Source: an optimization exercise on an open RTL-to-GDS flow (aim: small area). Production flows keep margins and buffers that such runs may drop. RTL that was checked went through simulation tests only; none was proved equivalent to the original. The RTL of run 6 was laid out without a check of its function. Power and IR drop assume default switching activity.

File: flow/run.sh
#!/bin/bash
# Standard ORFS layout with these changes: after floorplan, synthesis buffers
# are removed and cells set to their smallest size (downsize.tcl); port buffers
# use the smallest buffer cell; CTS uses clkbuf_8, larger sink clusters and no
# dummy loads.
set -euo pipefail
here=$(cd "$(dirname "$0")" && pwd)
export POST_FLOORPLAN_TCL="$here/downsize.tcl"
export BUFFER_PORTS_ARGS="-buffer_cell sky130_fd_sc_hd__buf_1"
export CTS_ARGS="-sink_clustering_enable -repair_clock_nets -dont_use_dummy_load -buf_list {sky130_fd_sc_hd__clkbuf_4 sky130_fd_sc_hd__clkbuf_8} -root_buf sky130_fd_sc_hd__clkbuf_4 -sink_clustering_buffer sky130_fd_sc_hd__clkbuf_8 -sink_clustering_size 20 -sink_clustering_max_diameter 70"
bash standard.sh > flow_make.log 2>&1
File: flow/downsize.tcl
# After floorplan: drop the buffers synthesis inserted and give every
# combinational cell its smallest drive strength. Placement's repair_design and
# the later repair_timing passes add back whatever drive the layout needs.
remove_buffers
set n 0
foreach inst [get_cells *] {
  set master [get_property $inst ref_name]
  if {![regexp {^(sky130_fd_sc_hd__[a-z0-9]+)_([0-9]+)$} $master -> base sz]} { continue }
  if {[regexp {__(df|edf|sdf|dl|tap|fill|decap|conb|clk)} $base]} { continue }
  if {$sz <= 1} { continue }
  set lc [get_lib_cells -quiet ${base}_1]
  if {$lc == ""} { continue }
  replace_cell $inst $lc
  incr n
}
puts "downsize.tcl: resized $n cells to drive strength 1"
File: standard.sh
#!/bin/bash
# synth_recipe.tcl (not shown) runs the flow's synth.tcl, then flattens the netlist and writes it again
# the make line also repeats each setting of config.mk as NAME=value (left out here)
make -C /OpenROAD-flow-scripts/flow DESIGN_CONFIG=/design/flow/config.mk WORK_HOME=/design/flow/orfs CLKGATE_MAP_FILE= SYNTH_SCRIPT=/design/flow/synth_recipe.tcl "${@:-finish}"
File: config.mk
export PLATFORM = sky130hd
export DESIGN_NAME = fifo
export DESIGN_NICKNAME = fifo
export VERILOG_FILES = /design/flow/design.v
export SDC_FILE = /design/flow/constraint.sdc
export NUM_CORES = 4
export LEC_CHECK = 0
export CAP_MARGIN = 20
export CORE_MARGIN = 2
export CORE_UTILIZATION = 60
export SLEW_MARGIN = 20
export SYNTH_HIERARCHICAL = 1
export SYNTH_MINIMUM_KEEP_SIZE = 0
File: constraint.sdc
create_clock -name core_clock -period 5.0 [get_ports {clk}]
set_input_delay 1.0000 -clock core_clock [delete_from_list [all_inputs] [get_ports {clk}]]
set_output_delay 1.0000 -clock core_clock [all_outputs]
set_load 0.01 [all_outputs]
File: design.v
module fifo(clk, reset_n, rd_en, wr_en, d_in, d_out, full, empty, wr_ack, wr_err, rd_ack, rd_err, data_count, next_data_count);
  input clk, reset_n, rd_en, wr_en;
  input [31:0] d_in;
  output full, empty, wr_ack, wr_err, rd_ack, rd_err;
  output [3:0] data_count, next_data_count;
  output [31:0] d_out;
  reg [3:0] cnt;
  reg wack, rack, err;
  reg [31:0] mem0, mem1, mem2, mem3, mem4, mem5, mem6, mem7;
  wire is_full = cnt[3];
  wire is_empty, do_wr, do_rd, do_err, no_req, act;
  fifo_nor4  g_empty(.a(cnt[3]), .b(cnt[2]), .c(cnt[1]), .d(cnt[0]), .y(is_empty));
  fifo_andn  g_dowr(.a(wr_en), .b(cnt[3]), .y(do_wr));                  
  fifo_nor2a g_dord(.a(do_wr), .b(is_empty), .c(rd_en), .y(do_rd));     
  fifo_nor2  g_noreq(.a(wr_en), .b(rd_en), .y(no_req));
  fifo_nor3  g_err(.a(do_wr), .b(do_rd), .c(no_req), .y(do_err));     
  fifo_nor2  g_act(.a(no_req), .b(do_err), .y(act));                  
  wire m1n, c01, n01, t2n, w3;
  fifo_xor2  g_n0(.a(cnt[0]), .b(act), .y(next_data_count[0]));
  fifo_mux2i g_m1(.s(cnt[0]), .a0(do_rd), .a1(do_wr), .y(m1n));
  fifo_xnor2 g_n1(.a(cnt[1]), .b(m1n), .y(next_data_count[1]));
  fifo_and2  g_c01(.a(cnt[0]), .b(cnt[1]), .y(c01));
  fifo_nor2  g_n01(.a(cnt[0]), .b(cnt[1]), .y(n01));
  fifo_aoi22 g_t2(.a1(do_wr), .a2(c01), .b1(do_rd), .b2(n01), .y(t2n));
  fifo_xnor2 g_n2(.a(cnt[2]), .b(t2n), .y(next_data_count[2]));
  fifo_and3  g_w3(.a(do_wr), .b(c01), .c(cnt[2]), .y(w3));
  fifo_ndc3  g_n3(.full(cnt[3]), .rd(do_rd), .w3(w3), .y(next_data_count[3]));
  always @(posedge clk or negedge reset_n) begin
    if (!reset_n) begin
      cnt  <= 4'd0;
      wack <= 1'b0;
      rack <= 1'b0;
      err  <= 1'b0;
    end else begin
      cnt  <= next_data_count;
      wack <= do_wr;
      rack <= do_rd;
      err  <= do_err;
    end
  end
  always @(posedge clk) begin
    if (do_wr) begin
      mem0 <= d_in;
      mem1 <= mem0;
      mem2 <= mem1;
      mem3 <= mem2;
      mem4 <= mem3;
      mem5 <= mem4;
      mem6 <= mem5;
      mem7 <= mem6;
    end
  end
  wire [7:0] sel;
  wire [3:0] sel_lo;
  fifo_sel_lo g_sl0(.r(rack), .c1(cnt[1]), .c0(cnt[0]), .y(sel_lo[0]));
  fifo_sel_lo g_sl1(.r(rack), .c1(cnt[1]), .c0(~cnt[0]), .y(sel_lo[1]));
  fifo_sel_lo g_sl2(.r(rack), .c1(~cnt[1]), .c0(cnt[0]), .y(sel_lo[2]));
  fifo_sel_lo g_sl3(.r(rack), .c1(~cnt[1]), .c0(~cnt[0]), .y(sel_lo[3]));
  genvar gi;
  generate for (gi = 0; gi < 4; gi = gi + 1) begin : g_sel
    fifo_andn g_lo(.a(sel_lo[gi]), .b(cnt[2]), .y(sel[gi]));
    fifo_and2 g_hi(.a(sel_lo[gi]), .b(cnt[2]), .y(sel[gi + 4]));
  end endgenerate
  genvar gb;
  generate for (gb = 0; gb < 32; gb = gb + 1) begin : g_rd
    fifo_rd_bit rd_bit(.sel(sel),
                       .d({mem7[gb], mem6[gb], mem5[gb], mem4[gb], mem3[gb], mem2[gb], mem1[gb], mem0[gb]}),
                       .q(d_out[gb]));
  end endgenerate
  assign data_count = cnt;
  assign full = is_full;
  assign empty = is_empty;
  assign wr_ack = wack;
  assign rd_ack = rack;
  fifo_and2 g_werr(.a(err), .b(cnt[3]), .y(wr_err));
  fifo_andn g_rerr(.a(err), .b(cnt[3]), .y(rd_err));
endmodule
module fifo_rd_bit(sel, d, q);
  input [7:0] sel, d;
  output q;
  wire n0, n1;
  fifo_aoi222 a0(.a(sel[2:0]), .b(d[2:0]), .y(n0));
  fifo_aoi222 a1(.a(sel[5:3]), .b(d[5:3]), .y(n1));
  assign q = ~(n0 & n1) | (sel[6] & d[6]) | (sel[7] & d[7]);
endmodule
module fifo_aoi222(a, b, y);
  input [2:0] a, b;
  output y;
  assign y = ~|(a & b);
endmodule
module fifo_nor4(a, b, c, d, y);
  input a, b, c, d;
  output y;
  assign y = ~(a | b | c | d);
endmodule
module fifo_nor3(a, b, c, y);
  input a, b, c;
  output y;
  assign y = ~(a | b | c);
endmodule
module fifo_nor2(a, b, y);
  input a, b;
  output y;
  assign y = ~(a | b);
endmodule
module fifo_nor2a(a, b, c, y);
  input a, b, c;
  output y;
  assign y = c & ~(a | b);
endmodule
module fifo_andn(a, b, y);
  input a, b;
  output y;
  assign y = a & ~b;
endmodule
module fifo_and2(a, b, y);
  input a, b;
  output y;
  assign y = a & b;
endmodule
module fifo_and3(a, b, c, y);
  input a, b, c;
  output y;
  assign y = a & b & c;
endmodule
module fifo_xor2(a, b, y);
  input a, b;
  output y;
  assign y = a ^ b;
endmodule
module fifo_xnor2(a, b, y);
  input a, b;
  output y;
  assign y = ~(a ^ b);
endmodule
module fifo_mux2i(s, a0, a1, y);
  input s, a0, a1;
  output y;
  assign y = ~(s ? a1 : a0);
endmodule
module fifo_aoi22(a1, a2, b1, b2, y);
  input a1, a2, b1, b2;
  output y;
  assign y = ~((a1 & a2) | (b1 & b2));
endmodule
module fifo_ndc3(full, rd, w3, y);
  input full, rd, w3;
  output y;
  assign y = (full & ~rd) | w3;
endmodule
module fifo_sel_lo(r, c1, c0, y);
  input r, c1, c0;
  output y;
  assign y = r & ~c1 & ~c0;
endmodule
==> results.txt, run 1 <==
Die Span X 128 um; Post-CTS Setup Inserts 0; Hold Crit Class primary input to asynchronous set/reset pin; number of max-cap violations 0; Routed WL per cell 23.5 um; Layout area overhead 8.00%; H-tree Lvls 1; total CTS buffers 17; most frequent cells in the layout edfxtp_1, buf_1, a222oi_1; register area share after synthesis 85.5%; NumNets Final 562; Worst-path clk slew 0.11 ns; Area contributors post-synth edfxtp_1, a222oi_1, a22oi_1, dfrtp_1, nand3_1; largest area contributor in the netlist edfxtp_1; insertion delay to the later sink of the worst-skew pair 0.61 ns; Synth top area share 83.5%; Worst VDD drop 0.000471 V; final setup fails 0; num ports 82; pin count of the biggest net entering global routing 99; clock tree from TritonCTS yes; Detail Placement HPWL 8.50 mm; clk buf depth 3; Critical Path AT 3.03 ns; Die Y 128 um; Worst setup EP type output pin; GRT Util Overall 20.6%; CP Class flip-flop to output pin; Final Hold Vio Count 0; Startpoint Class flip-flop; Yosys cell types 19; crit path from cnt[0]; Hold WS 0.266 ns; syn nets 460; Final Power 5.09 mW; CP max FO 32; fin. max-slew vios 0; initial core utilization 61.0%; post-layout minimum cycle time 4.03 ns; post-route clock period utilization 80.6%; Ys Warns 7; Max Clock Skew 0.0664 ns; gr ovfl total 0; Sum Neg Setup Slack 0 ns; worst slew pin tran 1.07 ns; vias in the first global route 4,711; pwr/cell area 512 nW/um^2; Pre-antenna DRT Iters 6; CTS resizes 0; initial antenna violation count 1; Max Fclk 248 MHz; vias per cell 6.63; die area 16,300 sq um; result of the run finished clean; layout cell share with drive strength beyond 1 5.53%; Post-Syn Area 9200 sq um; Worst EP required 4.00 ns; # fillers 1,061; Routed WL 16.7 mm; Leakage 3.18 nW; DR iter-0 viols 863; #FFs+latches synth 263; DR vias 4,728; DRC 0; Mapped Cells 424; # rows 45; Final WS setup 0.970 ns; cts hold-fix bufs 0; most common cell after layout, fill and taps aside edfxtp_1; headroom to the max-slew limit 28.4%; port buffer count 81; ANT nets after route 0; Mean Syn Cell Area 21.7 sq um; first-pass GRT wire length 25.9 mm; CTS Root Cell clkbuf_4; unrepaired setup endpoints after global routing false; pre-CTS setup slack 1.38 ns; Sink Count 263; worst r2r src cnt[3]; GPL Wtd Cong 0.724; core area 15,100 sq um
-- flip-flops by register name, indices dropped and copies added, names as in the netlist --
name,cells
mem6,32
mem4,32
cnt,4
wack,1
err,1
mem3,32
mem5,32
mem2,32
mem1,32
rack,1
mem7,32
mem0,32
-- per-module statistics from Yosys (local to each module, per instance) --
module / times used / flops+latches / cell area [sq um] / cells
fifo_sel_lo: 4 / 0 / 12.5 / 1
fifo_nor2: 3 / 0 / 3.75 / 1
fifo_aoi222: 64 / 0 / 10.0 / 1
fifo: 1 / 263 / 7880 / 266
fifo_mux2i: 1 / 0 / 10.0 / 1
fifo_aoi22: 1 / 0 / 12.5 / 1
fifo_and3: 1 / 0 / 6.26 / 1
fifo_xnor2: 2 / 0 / 8.76 / 1
fifo_ndc3: 1 / 0 / 11.3 / 2
fifo_nor4: 1 / 0 / 12.5 / 1
fifo_nor3: 1 / 0 / 10.0 / 1
fifo_andn: 6 / 0 / 13.8 / 1
fifo_rd_bit: 32 / 0 / 12.5 / 2
fifo_nor2a: 1 / 0 / 12.5 / 1
fifo_xor2: 1 / 0 / 8.76 / 1
fifo_and2: 6 / 0 / 6.26 / 1
-- final timing paths --
path / endpoint / slack [ns] / depth (start not counted)
min in group core_clock: mem3[16] / 0.38 / 0
worst min register to register: mem3[16] / 0.38 / 0
worst max register to register: mem7[31] / 2.54 / 3
worst max-delay path: d_out[31] / 0.97 / 6
worst min-delay path: cnt[0] / 0.27 / 1
max in group asynchronous: cnt[3] / 4.40 / 1
-- Yosys cell counts (all sizes together) --
cell type / instances
edfxtp: 256
a222oi: 64
a22oi: 33
nand3: 32
dfrtp: 7
and2: 6
nor2b: 6
nor3b: 5
inv: 3
nor2: 3
xnor2: 2
a21o: 1
and3: 1
buf: 1
mux2i: 1
nor3: 1
nor4: 1
xor2: 1
-- area by class of cell --
class / instances / area [sq um] / area share, %
Sequential cell: 263 / 7860 / 79.1
Multi-Input combinational cell: 157 / 1280 / 12.8
Timing Repair Buffer: 84 / 334 / 3.36
Tap cell: 188 / 235 / 2.37
Clock buffer: 17 / 215 / 2.17
Inverter: 3 / 11.3 / 0.113
Antenna cell: 1 / 2.50 / 0.0252
-- critical path, cell delays in order (launching register included) --
cell and delay, ns:
dfrtp_1 0.54, inv_1 0.12, nor3b_1 0.30, nor2b_4 0.90
a222oi_1 0.20, nand3_1 0.16, buf_1 0.19
-- through the flow --
step	instances	instance area, sq um	util [%]
floorplan	424	9210	-
global placement	695	9710	64.4
detailed placement	695	9710	64.4
CTS	712	9930	65.8
global route	713	9940	65.9
finish	713	9940	65.9
-- logic make-up after synthesis --
group / after synthesis / synth area share (%)
compound gates: 98 / 9.79
xor+xnor: 3 / 0.286
buf+inv: 4 / 0.204
flops: 263 / 85.5
mux: 1 / 0.109
simple gates: 55 / 4.16
-- metal layers --
metal	vias to the layer above	global-route usage [%]	wire length (um)
met1	2406	30.5	6840
met2	206	33.5	8360
met3	19	3.38	1310
met4	0	3.68	218
met5	-	0	0
li1	2097	-	-
-- where the power goes --
part	internal (mW)	leakage (nW)	total [mW]	switching, mW
combinational	0.266	0.510	0.892	0.626
clock	0.280	0.114	0.869	0.589
sequential	3.08	2.56	3.33	0.251
==> run 2, diff against run 1 <==
--- a/design.v
+++ b/design.v
@@ -58,5 +58,7 @@
   fifo_sel_lo g_sl3(.r(rack), .c1(~cnt[1]), .c0(~cnt[0]), .y(sel_lo[3]));
+  wire cnt2_n;
+  fifo_inv g_c2n(.a(cnt[2]), .y(cnt2_n));
   genvar gi;
   generate for (gi = 0; gi < 4; gi = gi + 1) begin : g_sel
-    fifo_andn g_lo(.a(sel_lo[gi]), .b(cnt[2]), .y(sel[gi]));
+    fifo_and2 g_lo(.a(sel_lo[gi]), .b(cnt2_n), .y(sel[gi]));
     fifo_and2 g_hi(.a(sel_lo[gi]), .b(cnt[2]), .y(sel[gi + 4]));
@@ -155 +157,6 @@
 endmodule
+module fifo_inv(a, y);
+  input a;
+  output y;
+  assign y = ~a;
+endmodule
--- a/config.mk
+++ b/config.mk
@@ -9,3 +9,3 @@
 export CORE_MARGIN = 2
-export CORE_UTILIZATION = 60
+export CORE_UTILIZATION = 70
 export SLEW_MARGIN = 20
==> results.txt, run 2 <==
total CTS buffers 17; Primary FF master, synth edfxtp_1; NumNets Final 562; Critical Path AT 2.83 ns; Final Power 5.09 mW; headroom to the max-slew limit 31.5%; CP delay by family, top simple AND/OR/NAND/NOR gates; number of max-cap violations 0; pre-CTS setup slack 1.21 ns; asr flop ratio synth 2.66%; Yosys cell types 19; Max Clock Skew 0.0524 ns; Hold WS 0.259 ns; most common cell after layout, fill and taps aside edfxtp_1; core area 12,700 sq um; clk buf depth 3; H-tree Lvls 1; clock tree from TritonCTS yes; Die Span X 118 um; register area share after synthesis 85.7%; layout cell share with drive strength beyond 1 5.34%; EDFF count, synth 256; Routed WL 16.8 mm; result of the run finished clean; gr ovfl total 0; num ports 82; CP max FO 32; initial antenna violation count 0; Mapped Cells 425; unrepaired setup endpoints after global routing false; ANT nets after route 0; Final Util 77.7%; Area contributors post-synth edfxtp_1, a222oi_1, a22oi_1, dfrtp_1, nand3_1; Ys Warns 7; Mean Syn Cell Area 21.6 sq um; # diodes 0; first-pass GRT wire length 26.0 mm; vias in the first global route 4,762; Max Fclk 261 MHz; Sink Count 263; Synth top cells by count edfxtp_1, a222oi_1, a22oi_1, nand3_1, and2_1; initial core utilization 72.1%; Die Y 118 um; Sum Neg Setup Slack 0 ns; WP buf/inv 2; Worst setup EP type output pin; Detail Placement HPWL 8.98 mm; Worst EP required 4.00 ns; GRT Util Overall 23.8%; cell with the most instances after synthesis edfxtp_1; GPL Wtd Cong 0.730; die area 14,000 sq um; CP cell instances inv_1 > nor3b_1 > and2_2 > a22oi_1 > nand3_1 > buf_1; post-route clock period utilization 76.6%; # rows 41; DR iter-0 viols 1,113; Hold Crit Class primary input to asynchronous set/reset pin; largest area contributor in the netlist edfxtp_1; post-layout minimum cycle time 3.83 ns; Synth top area share 83.8%; Pre-antenna DRT Iters 7; insertion delay to the later sink of the worst-skew pair 0.62 ns; CP Class flip-flop to output pin; Final WS setup 1.17 ns; CP peak stage delay 0.73 ns; pin count of the biggest net entering global routing 199; vias per cell 7.01; fin. max-slew vios 0; cts hold-fix bufs 0; Startpoint Class flip-flop; #FFs+latches synth 263; Leakage 3.19 nW; Post-CTS Setup Inserts 0; Crit-path slowest cell and2_2; most frequent cells in the layout edfxtp_1, buf_1, a222oi_1; Final Hold Vio Count 0; DRC 0; pwr/cell area 515 nW/um^2; DR vias 4,877; syn nets 461; Worst VDD drop 0.000632 V; Layout area overhead 7.80%; worst slew pin tran 1.03 ns; final setup fails 0; Worst-path clk slew 0.10 ns; port buffer count 81; Post-Syn Area 9180 sq um; CTS resizes 0; CTS Root Cell clkbuf_4; Routed WL per cell 24.1 um
-- run 2: kinds of logic after synthesis --
kind of cell / share of synthesized area (%)
AO/OA/AOI/OAI: 9.82
XOR/XNOR: 0.286
buffers and inverters: 0.245
flip-flops: 85.7
multiplexers: 0.109
AND/OR/NAND/NOR: 3.85
-- run 2: final timing paths --
kind / endpoint / depth (start not counted) / slack [ns] / start
max: d_out[16] / 6 / 1.17 / cnt[0]
max reg2reg: cnt[2] / 4 / 2.96 / cnt[3]
min in group core_clock: mem4[16] / 0 / 0.41 / mem3[16]
min: cnt[1] / 1 / 0.26 / reset_n
max in group asynchronous: rack / 1 / 4.42 / reset_n
min reg2reg: mem4[16] / 0 / 0.41 / mem3[16]
-- run 2: routing by layer --
metal	global-route usage, %	part of all wire, %
met1	35.3	41
met2	39.1	49
met3	3.52	8.0
met4	4.69	1.7
met5	0	0
-- run 2: final cells by class --
| cell class | instances | area (sq um) |
|---|---|---|
| clock buffer | 17 | 215 |
| fill | 771 | 2830 |
| inverter | 4 | 15.0 |
| multi-input combinational | 157 | 1250 |
| sequential | 263 | 7860 |
| tap | 172 | 215 |
| timing repair buffer | 83 | 332 |
-- run 2: Yosys stat by module, one instance, submodules excluded, excerpt --
| module | area [sq um] | copies in the design |
|---|---|---|
| fifo | 7880 | 1 |
| fifo_andn | 13.8 | 2 |
| fifo_aoi22 | 12.5 | 1 |
| fifo_rd_bit | 12.5 | 32 |
| fifo_nor3 | 10.0 | 1 |
| fifo_mux2i | 10.0 | 1 |
| fifo_xor2 | 8.76 | 1 |
| fifo_inv | 3.75 | 1 |
-- run 2: power breakdown --
part	internal, mW	total [mW]	switching (mW)
registers	3.08	3.33	0.247
clock network	0.280	0.869	0.589
logic	0.262	0.893	0.631
-- run 2: per-stage QoR --
| stage | area (sq um) | std cells |
|---|---|---|
| global route | 9890 | 696 |
| finish | 9890 | 696 |
| floorplan | 9180 | 425 |
| CTS | 9890 | 696 |
| detailed placement | 9680 | 679 |
| global placement | 9680 | 679 |
==> run 3, diff against run 2 <==
--- a/config.mk
+++ b/config.mk
@@ -9,3 +9,3 @@
 export CORE_MARGIN = 2
-export CORE_UTILIZATION = 70
+export CORE_UTILIZATION = 60
 export SLEW_MARGIN = 20
==> results.txt, run 3 <==
Worst-path clk slew 0.10 ns; Sink Count 263; die area 16,300 sq um; DR WL met2 7.95 mm; core area 15,100 sq um; most frequent cells in the layout edfxtp_1, buf_1, a222oi_1; DR iter-0 viols 881; Synth Area in Compound Gates 9.82%; largest family of logic cells by synthesized area compound AO/OA/AOI/OAI gates; most common cell after layout, fill and taps aside edfxtp_1; Final Power 5.08 mW; depth of the most critical reg-to-reg path 4; #FFs+latches synth 263; Worst VDD drop 0.000742 V; # fillers 1,054; cell with the most instances after synthesis edfxtp_1; Worst setup EP type output pin; asr flop ratio synth 2.66%; XOR/XNOR share of the synthesized area 0.286%; Routed WL per cell 23.4 um; first-pass GRT wire length 25.9 mm; Inst Count DP 695; initial core utilization 60.8%; final setup fails 0; clock tree from TritonCTS yes; WL met1 7.28 mm; post-route insts no fill 713; Detail Placement HPWL 8.42 mm; Max Clock Skew 0.0472 ns; unrepaired setup endpoints after global routing false; Layout area overhead 8.05%; Die Y 128 um; H-tree Lvls 1; Hold Crit Class primary input to asynchronous set/reset pin; largest area contributor in the netlist edfxtp_1; pre-CTS setup slack 1.29 ns; Synth top area share 83.8%; number of max-cap violations 0; Die Span X 128 um; CP Class flip-flop to output pin; pwr/cell area 512 nW/um^2; Primary FF master, synth edfxtp_1; result of the run finished clean; cts hold-fix bufs 0; total CTS buffers 17; vias per cell 6.66; post-layout minimum cycle time 3.78 ns; headroom to the max-slew limit 35.1%; initial antenna violation count 1; port buffer count 81; layout cell share with drive strength beyond 1 5.34%; num ports 82; DRC 0; register area share after synthesis 85.7%; Pre-antenna DRT Iters 6; mux cell area share after synthesis 0.109%; GRT Util Overall 20.4%; vias in the first global route 4,642; Mapped Cells 425; syn nets 461; clk buf depth 3; Final WS setup 1.22 ns; Mean Syn Cell Area 21.6 sq um; Yosys cell types 19; Synth top cells by count edfxtp_1, a222oi_1, a22oi_1, nand3_1, and2_1; EDFF count, synth 256; NumNets Final 562; Area contributors post-synth edfxtp_1, a222oi_1, a22oi_1, dfrtp_1, nand3_1; CP max FO 32; Final Hold Vio Count 0; GPL Wtd Cong 0.738; Startpoint Class flip-flop; simple-gate portion of the synthesized area 3.85%; Post-Syn Area 9180 sq um; Routed WL 16.7 mm; Worst EP required 4.00 ns; Critical Path AT 2.78 ns; gr ovfl total 0; CTS Root Cell clkbuf_4; worst slew pin tran 0.973 ns; Met3 Wirelength 1.15 mm; max layer used met4; Final Util 65.7%; DR vias 4,749; ANT nets after route 0; Adder-Cell Fraction of Synth Area 0%; pin count of the biggest net entering global routing 184; CTS resizes 0; fin. max-slew vios 0; post-route clock period utilization 75.5%; insertion delay to the later sink of the worst-skew pair 0.62 ns; Leakage 3.19 nW; Max Fclk 265 MHz; Ys Warns 7; # rows 45; Post-CTS Setup Inserts 0
-- run 3: changes by cell type in the layout (fill, tap and decap cells not counted) --
cell	delta
diode_2	+1
-- run 3: critical path: stages (launching register included) --
cell and delay, ns:
dfrtp_1 0.53, inv_1 0.10, nor3b_1 0.22, and2_2 0.74
a222oi_1 0.25, nand3_1 0.16, buf_1 0.17
-- run 3: through the flow --
step           area [sq um]  hold slack (ns)  TNS, ns
2_1_floorplan          9180            0.425  -101.26
3_3_place_gp           9700            0.429        0
3_5_place_dp           9700            0.433        0
4_1_cts                9910            0.244        0
5_1_grt                9910            0.252        0
6_report               9910            0.276        0
-- run 3: cell families after synthesis --
group           count (synthesis)
simple gates                   55
compound gates                 98
xor+xnor                        3
mux                             1
buf+inv                         5
flops                         263
-- run 3: path summary, 6_finish.rpt --
check	from	to	slack [ns]
max	cnt[0]	d_out[23]	1.22
min	reset_n	err	0.28
max reg2reg	cnt[3]	cnt[2]	3.11
min reg2reg	mem1[12]	mem2[12]	0.39
max in group asynchronous	reset_n	rack	4.41
min in group core_clock	mem1[12]	mem2[12]	0.39
-- run 3: cell type report --
type	count	area, sq um	area share [%]
sequential	263	7860	79.3
multi-input combinational	157	1250	12.6
timing repair buffer	83	332	3.34
tap	188	235	2.37
clock buffer	17	215	2.17
inverter	4	15.0	0.151
antenna	1	2.50	0.0252
-- run 3: power by group --
part	switching (mW)	internal (mW)	total, mW
logic	0.628	0.262	0.890
clock network	0.592	0.280	0.872
registers	0.238	3.08	3.32
total	1.46	3.62	5.08
-- run 3: layer usage --
layer | GRT usage, % | vias up
li1 | - | 2099
met1 | 31.9 | 2448
met2 | 31.6 | 178
met3 | 3.26 | 24
met4 | 4.07 | 0
met5 | 0 | -
-- run 3: per-module statistics from Yosys (local to each module, per instance), excerpt --
module	cell area, sq um	cells	flops+latches
fifo	7880	266	263
fifo_and3	6.26	1	0
fifo_andn	13.8	1	0
fifo_aoi222	10.0	1	0
fifo_inv	3.75	1	0
fifo_ndc3	11.3	2	0
fifo_nor2a	12.5	1	0
fifo_nor3	10.0	1	0
fifo_rd_bit	12.5	2	0
fifo_sel_lo	12.5	1	0
fifo_xnor2	8.76	1	0
fifo_xor2	8.76	1	0
==> run 4, diff against run 3 <==
--- a/flow/run.sh
+++ b/flow/run.sh
@@ -9,3 +9,3 @@
 export BUFFER_PORTS_ARGS="-buffer_cell sky130_fd_sc_hd__buf_1"
-export CTS_ARGS="-sink_clustering_enable -repair_clock_nets -dont_use_dummy_load -buf_list {sky130_fd_sc_hd__clkbuf_4 sky130_fd_sc_hd__clkbuf_8} -root_buf sky130_fd_sc_hd__clkbuf_4 -sink_clustering_buffer sky130_fd_sc_hd__clkbuf_8 -sink_clustering_size 20 -sink_clustering_max_diameter 70"
+export CTS_ARGS="-sink_clustering_enable -repair_clock_nets -dont_use_dummy_load -buf_list {sky130_fd_sc_hd__clkbuf_4} -sink_clustering_size 11 -sink_clustering_max_diameter 40"
 bash standard.sh > flow_make.log 2>&1
==> results.txt, run 4 <==
DR vias 4,870; NumNets Final 580; Post-CTS Setup Inserts 0; core area 15,100 sq um; Die Span X 128 um; Routed WL per cell 23.3 um; syn nets 461; pin count of the biggest net entering global routing 184; initial antenna violation count 1; Inst Count DP 695; CTS Root Cell clkbuf_4; most frequent cells in the layout edfxtp_1, buf_1, a222oi_1; Levels on crit path 6; total CTS buffers 35; insertion delay to the later sink of the worst-skew pair 0.62 ns; clk buf depth 3; initial core utilization 60.8%; Ys Warns 7; Worst-path clk slew 0.11 ns; Yosys cell types 19; #FFs+latches synth 263; Synth top cells by count edfxtp_1, a222oi_1, a22oi_1, nand3_1, and2_1; worst r2r src cnt[2]; register area share after synthesis 85.7%; DR iter-0 viols 881; pre-CTS setup slack 1.29 ns; Worst EP required 4.00 ns; num ports 82; Hold Crit Class primary input to asynchronous set/reset pin; fin. max-slew vios 0; Layout area overhead 8.56%; Max Fclk 261 MHz; Final WS setup 1.17 ns; final setup fails 0; pwr/cell area 519 nW/um^2; FF-to-FF setup slack 3.10 ns; clock tree from TritonCTS yes; vias in the first global route 4,807; most common cell after layout, fill and taps aside edfxtp_1; Detail Placement HPWL 8.42 mm; crit path from cnt[1]; cell with the most instances after synthesis edfxtp_1; post-route clock period utilization 76.7%; Post-Syn Area 9180 sq um; Startpoint Class flip-flop; die area 16,300 sq um; Mapped Cells 425; GRT Util Overall 21.2%; headroom to the max-slew limit 30.0%; Final Power 5.17 mW; cts hold-fix bufs 0; DRC 0; port buffer count 81; H-tree Lvls 2; WP buf/inv 2; Primary FF master, synth edfxtp_1; Synth top area share 83.8%; number of max-cap violations 0; Worst setup EP type output pin; Die Y 128 um; CP cell instances inv_1 > nor3b_1 > and2_2 > a222oi_1 > nand3_1 > buf_1; GRT busiest layer met1; # fillers 1,060; Leakage 3.23 nW; result of the run finished clean; met1 Resource Use GR 32.4%; asr flop ratio synth 2.66%; Final Hold Vio Count 0; GR Util met2 31.6%; gr ovfl total 0; Worst VDD drop 0.000745 V; largest area contributor in the netlist edfxtp_1; Sink Count 263; Area contributors post-synth edfxtp_1, a222oi_1, a22oi_1, dfrtp_1, nand3_1; post-layout minimum cycle time 3.83 ns; EDFF count, synth 256; global-route track usage on met3 4.42%; ANT nets after route 0; CP Class flip-flop to output pin; first-pass GRT wire length 26.6 mm; Pre-antenna DRT Iters 6; Routed WL 17.0 mm; Critical Path AT 2.83 ns; CP peak stage delay 0.78 ns; layout cell share with drive strength beyond 1 8.49%; vias per cell 6.66; Max Clock Skew 0.0663 ns; depth of the most critical reg-to-reg path 5; unrepaired setup endpoints after global routing false; CTS resizes 0; CP max FO 32; CP delay by family, top simple AND/OR/NAND/NOR gates; post-route insts no fill 731; Crit-path slowest cell and2_2; Mean Syn Cell Area 21.6 sq um; worst slew pin tran 1.05 ns; # rows 45; GPL Wtd Cong 0.738
==> run 4: changes by cell type in the layout (fill, tap and decap cells not counted) <==
cell,previous run,this run
clkbuf_4,3,35
clkbuf_8,14,0
==> run 4: Yosys stat by module (local to each module, per instance), excerpt <==
module | flip-flops and latches | area (sq um) | cells inside | times used
fifo_and2 | 0 | 6.26 | 1 | 10
fifo_ndc3 | 0 | 11.3 | 2 | 1
fifo_sel_lo | 0 | 12.5 | 1 | 4
fifo_mux2i | 0 | 10.0 | 1 | 1
fifo | 263 | 7880 | 266 | 1
fifo_xor2 | 0 | 8.76 | 1 | 1
fifo_and3 | 0 | 6.26 | 1 | 1
fifo_aoi222 | 0 | 10.0 | 1 | 64
==> run 4: final timing paths <==
path,to
max,d_out[25]
min,cnt[1]
max reg2reg,cnt[0]
min reg2reg,mem4[12]
max in group asynchronous,cnt[3]
min in group core_clock,mem4[12]
==> run 4: power breakdown <==
part	switching, mW	internal (mW)	total [mW]
registers	0.238	3.08	3.32
logic	0.629	0.262	0.891
clock network	0.638	0.324	0.962
total	1.51	3.67	5.17
==> run 4: per-stage QoR <==
| step | hold WS, ns | utilization [%] | area (sq um) | setup TNS, ns |
|---|---|---|---|---|
| CTS | 0.216 | 66.0 | 9960 | 0 |
| global placement | 0.429 | 64.3 | 9700 | 0 |
| detailed placement | 0.433 | 64.3 | 9700 | 0 |
| finish | 0.258 | 66.0 | 9960 | 0 |
| global route | 0.230 | 66.0 | 9960 | 0 |
| floorplan | 0.425 | - | 9180 | -101.26 |
==> run 4: layout make-up <==
type	count	area (sq um)	area share, %
Tap cell	188	235	2.36
Inverter	4	15.0	0.151
Sequential cell	263	7860	78.9
Multi-Input combinational cell	157	1250	12.6
Clock buffer	35	263	2.64
Timing Repair Buffer	83	332	3.33
Antenna cell	1	2.50	0.0251
==> run 4: cells by family (layout without fill, tap and decap cells) <==
logic type / count (synthesis) / in the layout / synth area share [%]
flops: 263 / 263 / 85.7
compound gates: 98 / 98 / 9.82
buf+inv: 5 / 122 / 0.245
mux: 1 / 1 / 0.109
xor+xnor: 3 / 3 / 0.286
simple gates: 55 / 55 / 3.85
other cells: 0 / 1 / 0
==> run 4: metal layers <==
metal  up-vias  share of wire [%]  wire (um)
li1       2152                  -          -
met1      2497                 43       7390
met2       197                 48       8140
met3        24                7.3       1240
met4         0                1.5        259
met5         -                  0          0
==> run 5, diff against run 4 <==
--- a/design.v
+++ b/design.v
@@ -58,7 +58,5 @@
   fifo_sel_lo g_sl3(.r(rack), .c1(~cnt[1]), .c0(~cnt[0]), .y(sel_lo[3]));
-  wire cnt2_n;
-  fifo_inv g_c2n(.a(cnt[2]), .y(cnt2_n));
   genvar gi;
   generate for (gi = 0; gi < 4; gi = gi + 1) begin : g_sel
-    fifo_and2 g_lo(.a(sel_lo[gi]), .b(cnt2_n), .y(sel[gi]));
+    fifo_andn g_lo(.a(sel_lo[gi]), .b(cnt[2]), .y(sel[gi]));
     fifo_and2 g_hi(.a(sel_lo[gi]), .b(cnt[2]), .y(sel[gi + 4]));
@@ -157,6 +155 @@
 endmodule
-module fifo_inv(a, y);
-  input a;
-  output y;
-  assign y = ~a;
-endmodule
--- a/flow/run.sh
+++ b/flow/run.sh
@@ -9,3 +9,3 @@
 export BUFFER_PORTS_ARGS="-buffer_cell sky130_fd_sc_hd__buf_1"
-export CTS_ARGS="-sink_clustering_enable -repair_clock_nets -dont_use_dummy_load -buf_list {sky130_fd_sc_hd__clkbuf_4} -sink_clustering_size 11 -sink_clustering_max_diameter 40"
+export CTS_ARGS="-sink_clustering_enable -repair_clock_nets -dont_use_dummy_load -buf_list {sky130_fd_sc_hd__clkbuf_4 sky130_fd_sc_hd__clkbuf_8} -root_buf sky130_fd_sc_hd__clkbuf_4 -sink_clustering_buffer sky130_fd_sc_hd__clkbuf_8 -sink_clustering_size 18 -sink_clustering_max_diameter 60"
 bash standard.sh > flow_make.log 2>&1
--- a/config.mk
+++ b/config.mk
@@ -9,3 +9,3 @@
 export CORE_MARGIN = 2
-export CORE_UTILIZATION = 60
+export CORE_UTILIZATION = 40
 export SLEW_MARGIN = 20
==> results.txt, run 5 <==
vias per cell 5.93; Area contributors post-synth edfxtp_1, a222oi_1, a22oi_1, dfrtp_1, nand3_1; Final WS setup 0.913 ns; clock share of power 17.9%; layout cell share with drive strength beyond 1 5.89%; Die Y 156 um; Synth top cells by count edfxtp_1, a222oi_1, a22oi_1, nand3_1, dfrtp_1; Max Clock Skew 0.0675 ns; final instance area 10,100 sq um; port buffer count 81; Worst setup EP type output pin; CP cell instances inv_1 > nor3b_1 > nor2b_4 > a222oi_1 > nand3_1 > buf_1; DR iter-0 viols 845; Crit-path slowest cell nor2b_4; worst slew pin tran 1.08 ns; Final Util 44.7%; Pre-antenna DRT Iters 8; ANT nets after route 0; post-layout minimum cycle time 4.09 ns; headroom to the max-slew limit 27.9%; largest area contributor in the netlist edfxtp_1; clock tree from TritonCTS yes; fin. max-slew vios 0; Worst-path clk slew 0.10 ns; #FFs+latches synth 263; initial antenna violation count 1; Post-CTS Setup Inserts 0; NumNets Final 564; post-route clock period utilization 81.7%; Int Pwr 3.67 mW; post-route insts no fill 812; Post-Syn Area 9200 sq um; most frequent cells in the layout edfxtp_1, buf_1, a222oi_1; number of max-cap violations 0; Switching Share 29.4%; Comb power frac 17.9%; first-pass GRT wire length 27.8 mm; DRC 0; num ports 82; Die Span X 156 um; most common cell after layout, fill and taps aside edfxtp_1; Ys Warns 7; H-tree Lvls 1; cts hold-fix bufs 0; DR vias 4,815; Final Hold Vio Count 0; CP max FO 32; Sink Count 263; register area share after synthesis 85.5%; final setup fails 0; Routed WL 18.4 mm; clk buf depth 3; Sum Neg Setup Slack 0 ns; syn nets 460; die area 24,200 sq um; core area 22,600 sq um; Detail Placement HPWL 9.45 mm; Routed WL per cell 22.6 um; Layout area overhead 9.93%; Worst EP required 4.00 ns; Final Power 5.19 mW; Hold Crit Class primary input to asynchronous set/reset pin; asr flop ratio synth 2.66%; Worst VDD drop 0.000587 V; Max Fclk 245 MHz; pin count of the biggest net entering global routing 167; Mean Syn Cell Area 21.7 sq um; Critical Path AT 3.09 ns; unrepaired setup endpoints after global routing false; CTS Root Cell clkbuf_4; vias in the first global route 4,719; result of the run finished clean; Seq pwr share 64.2%; Primary FF master, synth edfxtp_1; WP buf/inv 2; Hold WS 0.270 ns; total CTS buffers 19; Inst Count DP 791; pwr/cell area 513 nW/um^2; EDFF count, synth 256; insertion delay to the later sink of the worst-skew pair 0.67 ns; GRT Util Overall 14.9%; initial core utilization 40.6%; pre-CTS setup slack 1.37 ns; gr ovfl total 0; Yosys cell types 19; Post-DP Area 9840 sq um; CP Class flip-flop to output pin; # rows 55; Startpoint Class flip-flop; Net Switching 1.52 mW; Mapped Cells 424; Synth top area share 83.5%; Leakage 3.20 nW; GPL Wtd Cong 0.768; CP delay by family, top simple AND/OR/NAND/NOR gates; CP peak stage delay 0.92 ns; cell with the most instances after synthesis edfxtp_1; CTS resizes 0
[run 5: changes by cell type in the layout (fill, tap and decap cells not counted)]
cell	change
clkbuf_8	+16
inv_1	-1
buf_6	+1
nor2b_4	+4
clkbuf_4	-32
buf_16	+1
buf_4	-1
and2_2	-4
[run 5: area by class of cell]
type                            count  area [sq um]
Tap cell                          285           357
Fill cell                        1926         12500
Clock buffer                       19           243
Antenna cell                        1          2.50
Inverter                            3          11.3
Multi-Input combinational cell    157          1280
Timing Repair Buffer               84           363
Sequential cell                   263          7860
[run 5: cell families (layout without fill, tap and decap cells)]
family | Yosys count | count (layout) | share of synthesized area [%]
buf+inv | 4 | 106 | 0.204
other cells | 0 | 1 | 0
simple gates | 55 | 55 | 4.16
compound gates | 98 | 98 | 9.79
mux | 1 | 1 | 0.109
xor+xnor | 3 | 3 | 0.286
flops | 263 | 263 | 85.5
[run 5: routing by layer]
layer | part of all wire, % | up-vias | global-route usage, %
li1 | - | 2104 | -
met1 | 43 | 2480 | 22.2
met2 | 47 | 207 | 22.7
met3 | 8.0 | 24 | 3.03
met4 | 1.7 | 0 | 3.54
met5 | 0 | - | 0
[run 5: final timing paths]
kind | startpoint | slack (ns) | depth (start not counted) | endpoint
worst max-delay path | cnt[0] | 0.91 | 6 | d_out[19]
worst min-delay path | reset_n | 0.27 | 1 | err
worst max register to register | cnt[3] | 2.38 | 3 | mem0[11]
worst min register to register | mem2[27] | 0.39 | 0 | mem3[27]
max in group asynchronous | reset_n | 4.46 | 1 | cnt[2]
min in group core_clock | mem2[27] | 0.39 | 0 | mem3[27]
[run 5: Yosys stat by module, one instance, submodules excluded, excerpt]
module	times used	flip-flops and latches
fifo	1	263
fifo_andn	6	0
fifo_sel_lo	4	0
fifo_nor2a	1	0
fifo_aoi22	1	0
fifo_rd_bit	32	0
fifo_nor4	1	0
fifo_ndc3	1	0
fifo_nor3	1	0
fifo_aoi222	64	0
fifo_mux2i	1	0
fifo_xnor2	2	0
fifo_xor2	1	0
fifo_and3	1	0
[run 5: power groups by stage]
| stage | clock (mW) | sequential, mW | combinational (mW) |
|---|---|---|---|
| 3_5_place_dp | 0 | 3.38 | 0.940 |
| 3_3_place_gp | 0 | 3.34 | 0.918 |
| 2_1_floorplan | 0 | 3.36 | 0.591 |
| 6_report | 0.927 | 3.33 | 0.929 |
| 5_1_grt | 1.04 | 3.39 | 1.02 |
| 4_1_cts | 0.960 | 3.34 | 0.941 |
==> run 6, diff against run 5 <==
--- a/design.v
+++ b/design.v
@@ -52,3 +52,2 @@
   end
-  wire [7:0] sel;
   wire [3:0] sel_lo;
@@ -58,6 +57,9 @@
   fifo_sel_lo g_sl3(.r(rack), .c1(~cnt[1]), .c0(~cnt[0]), .y(sel_lo[3]));
+  wire [7:0] sel_a, sel_b;
   genvar gi;
   generate for (gi = 0; gi < 4; gi = gi + 1) begin : g_sel
-    fifo_andn g_lo(.a(sel_lo[gi]), .b(cnt[2]), .y(sel[gi]));
-    fifo_and2 g_hi(.a(sel_lo[gi]), .b(cnt[2]), .y(sel[gi + 4]));
+    fifo_andn g_lo_a(.a(sel_lo[gi]), .b(cnt[2]), .y(sel_a[gi]));
+    fifo_and2 g_hi_a(.a(sel_lo[gi]), .b(cnt[2]), .y(sel_a[gi + 4]));
+    fifo_andn g_lo_b(.a(sel_lo[gi]), .b(cnt[2]), .y(sel_b[gi]));
+    fifo_and2 g_hi_b(.a(sel_lo[gi]), .b(cnt[2]), .y(sel_b[gi + 4]));
   end endgenerate
@@ -65,3 +67,3 @@
   generate for (gb = 0; gb < 32; gb = gb + 1) begin : g_rd
-    fifo_rd_bit rd_bit(.sel(sel),
+    fifo_rd_bit rd_bit(.sel(gb < 16 ? sel_a : sel_b),
                        .d({mem7[gb], mem6[gb], mem5[gb], mem4[gb], mem3[gb], mem2[gb], mem1[gb], mem0[gb]}),
--- a/flow/run.sh
+++ b/flow/run.sh
@@ -9,3 +9,3 @@
 export BUFFER_PORTS_ARGS="-buffer_cell sky130_fd_sc_hd__buf_1"
-export CTS_ARGS="-sink_clustering_enable -repair_clock_nets -dont_use_dummy_load -buf_list {sky130_fd_sc_hd__clkbuf_4 sky130_fd_sc_hd__clkbuf_8} -root_buf sky130_fd_sc_hd__clkbuf_4 -sink_clustering_buffer sky130_fd_sc_hd__clkbuf_8 -sink_clustering_size 18 -sink_clustering_max_diameter 60"
+export CTS_ARGS="-sink_clustering_enable -repair_clock_nets -dont_use_dummy_load -buf_list {sky130_fd_sc_hd__clkbuf_4 sky130_fd_sc_hd__clkbuf_8} -root_buf sky130_fd_sc_hd__clkbuf_4 -sink_clustering_buffer sky130_fd_sc_hd__clkbuf_8 -sink_clustering_size 20 -sink_clustering_max_diameter 70"
 bash standard.sh > flow_make.log 2>&1
==> results.txt, run 6 <==
initial core utilization 40.9%; cell with the most instances after synthesis edfxtp_1; Routed WL 18.1 mm; pwr/cell area 508 nW/um^2; fin. max-slew vios 0; Worst setup EP type output pin; Worst VDD drop 0.000392 V; Post-DP Area 9910 sq um; Yosys cell types 19; Mean Syn Cell Area 21.5 sq um; Hold Crit Class primary input to asynchronous set/reset pin; GPL Wtd Cong 0.732; core area 22,700 sq um; ANT nets after route 0; Sink Count 263; CP delay by family, top simple AND/OR/NAND/NOR gates; GR Util met2 22.8%; Hold WS 0.274 ns; # fillers 1,976; H-tree Lvls 1; WP buf/inv 2; Max Clock Skew 0.0525 ns; vias in the first global route 4,849; port buffer count 81; Routed WL per cell 22.0 um; number of max-cap violations 0; Ys Warns 7; Startpoint Class flip-flop; clk buf depth 3; Crit-path slowest cell and2_1; register area share after synthesis 84.7%; Detail Placement HPWL 10.0 mm; CTS resizes 0; global-route track usage on met3 2.52%; # rows 55; final instance area 10,100 sq um; worst slew pin tran 1.10 ns; Die Y 156 um; Primary FF master, synth edfxtp_1; total CTS buffers 17; NumNets Final 578; most frequent cells in the layout edfxtp_1, buf_1, a222oi_1; CTS Root Cell clkbuf_4; CP max FO 16; Leakage 3.24 nW; Levels on crit path 6; Max Fclk 253 MHz; asr flop ratio synth 2.66%; #FFs+latches synth 263; GRT busiest layer met2; result of the run finished clean; CP cell instances inv_1 > nor3b_1 > and2_1 > a22oi_1 > nand3_1 > buf_1; headroom to the max-slew limit 27.0%; met1 Resource Use GR 20.8%; syn nets 468; unrepaired setup endpoints after global routing false; depth of the most critical reg-to-reg path 3; Layout area overhead 9.14%; Pre-antenna DRT Iters 7; cts hold-fix bufs 0; Mapped Cells 432; insertion delay to the later sink of the worst-skew pair 0.62 ns; Critical Path AT 2.96 ns; gr ovfl total 0; Final Hold Vio Count 0; final setup fails 0; most common cell after layout, fill and taps aside edfxtp_1; Synth top cells by count edfxtp_1, a222oi_1, a22oi_1, nand3_1; CP peak stage delay 0.75 ns; num ports 82; Sum Neg Setup Slack 0 ns; Die Span X 156 um; clock tree from TritonCTS yes; die area 24,400 sq um; DR vias 4,891; Worst EP required 4.00 ns; Post-CTS Setup Inserts 0; layout cell share with drive strength beyond 1 5.37%; vias per cell 5.92; CP Class flip-flop to output pin; post-layout minimum cycle time 3.96 ns; initial antenna violation count 1; first-pass GRT wire length 27.6 mm; Post-Syn Area 9280 sq um; post-route clock period utilization 79.2%; EDFF count, synth 256; pin count of the biggest net entering global routing 93; GRT Util Overall 14.5%; Synth top area share 82.8%; Area contributors post-synth edfxtp_1, a222oi_1, a22oi_1, dfrtp_1, nand3_1; largest area contributor in the netlist edfxtp_1; DR iter-0 viols 790; Worst-path clk slew 0.12 ns; DRC 0
## run 6: report_power, final
part	switching (mW)	total [mW]	internal (mW)
Combinational	0.658	0.931	0.273
Sequential	0.254	3.33	3.08
Clock	0.602	0.883	0.280
## run 6: worst paths after layout
| path | to | slack, ns | start |
|---|---|---|---|
| min in group core_clock | mem1[17] | 0.40 | mem0[17] |
| hold / removal | rack | 0.27 | reset_n |
| setup / recovery | d_out[25] | 1.04 | cnt[0] |
| hold reg to reg | mem1[17] | 0.40 | mem0[17] |
| setup reg to reg | mem0[16] | 2.36 | cnt[3] |
| max in group asynchronous | err | 4.39 | reset_n |
## run 6: worst reg2reg max path, delay by kind of cell, from the launching register on
| family | cells | cell delay [ns] |
|---|---|---|
| flops | 1 | 0.48 |
| simple gates | 1 | 0.18 |
| buf+inv | 2 | 1.60 |
## run 6: kinds of logic after synthesis
family | after synthesis | synth area share (%)
DFF | 263 | 84.7
AOI/OAI and AO/OA | 98 | 9.71
and+or+nand+nor | 63 | 4.99
buffers and inverters | 4 | 0.202
xor gates and xnor gates | 3 | 0.283
muxes | 1 | 0.108
## run 6: per-stage QoR
step / setup slack (ns) / util, % / cells / total power, mW
4_1_cts: 0.955 / 44.6 / 825 / 5.21
6_report: 1.04 / 44.6 / 826 / 5.15
3_5_place_dp: 1.12 / 43.6 / 808 / 4.32
2_1_floorplan: -1.82 / - / 432 / 3.97
5_1_grt: 0.743 / 44.6 / 826 / 5.41
3_3_place_gp: 1.29 / 43.6 / 808 / 4.26
## run 6: final cells by class
class                   instances  area [sq um]  share of cell area, %
flip-flops and latches        263          7860                   77.6
multi-input cells             165          1290                   12.7
repair buffers                 92           390                   3.85
well taps                     285           357                   3.52
clock buffers                  17           215                   2.12
inverters                       3          11.3                  0.111
diodes                          1          2.50                 0.0247
## run 6: metal layers
metal	vias up	part of all wire (%)
li1	2139	-
met1	2526	43
met2	209	48
met3	17	7.2
met4	0	1.4
met5	-	0
## run 6: per-module statistics from Yosys (local to each module, per instance), excerpt
| module | times used | cells inside |
|---|---|---|
| fifo_xnor2 | 2 | 1 |
| fifo_and3 | 1 | 1 |
| fifo_mux2i | 1 | 1 |
| fifo_and2 | 10 | 1 |
| fifo_rd_bit | 32 | 2 |
| fifo_nor2a | 1 | 1 |
| fifo_aoi222 | 64 | 1 |
| fifo_xor2 | 1 | 1 |
| fifo_ndc3 | 1 | 2 |

## re-timing with driven ports
In the flow no input, the clock included, has a driving cell. The finished layouts below were timed again as built, in two steps.
Step 1 sets driving cells, clkbuf_16 on the clock port and buf_2 on the other inputs (assumed; they add their load-dependent delay and slew).
Step 2 moves the port delays by t, midway between the first and last clock arrival at a register: inputs arrive t later, outputs are due t later. That takes back most of the time a late clock gives input paths.
Slacks: no drivers / after step 1 / after step 2; pairs: no drivers / after step 1.
| run | shift t [ns] | slack for setup (ns) | pins driven straight from the clock port |
|---|---|---|---|
| run 1 | 0.613 | 0.970 / 0.931 / 1.387 | 1 |
| run 2 | 0.624 | 1.172 / 1.137 / 1.206 | 1 |
| run 3 | 0.633 | 1.224 / 1.187 / 1.342 | 1 |
| run 4 | 0.619 | 1.165 / 1.129 / 1.372 | 1 |
| run 5 | 0.652 | 0.913 / 0.875 / 1.451 | 1 |
| run 6 | 0.633 | 1.041 / 1.004 / 1.386 | 1 |
After both steps setup and hold are still met in every run listed.
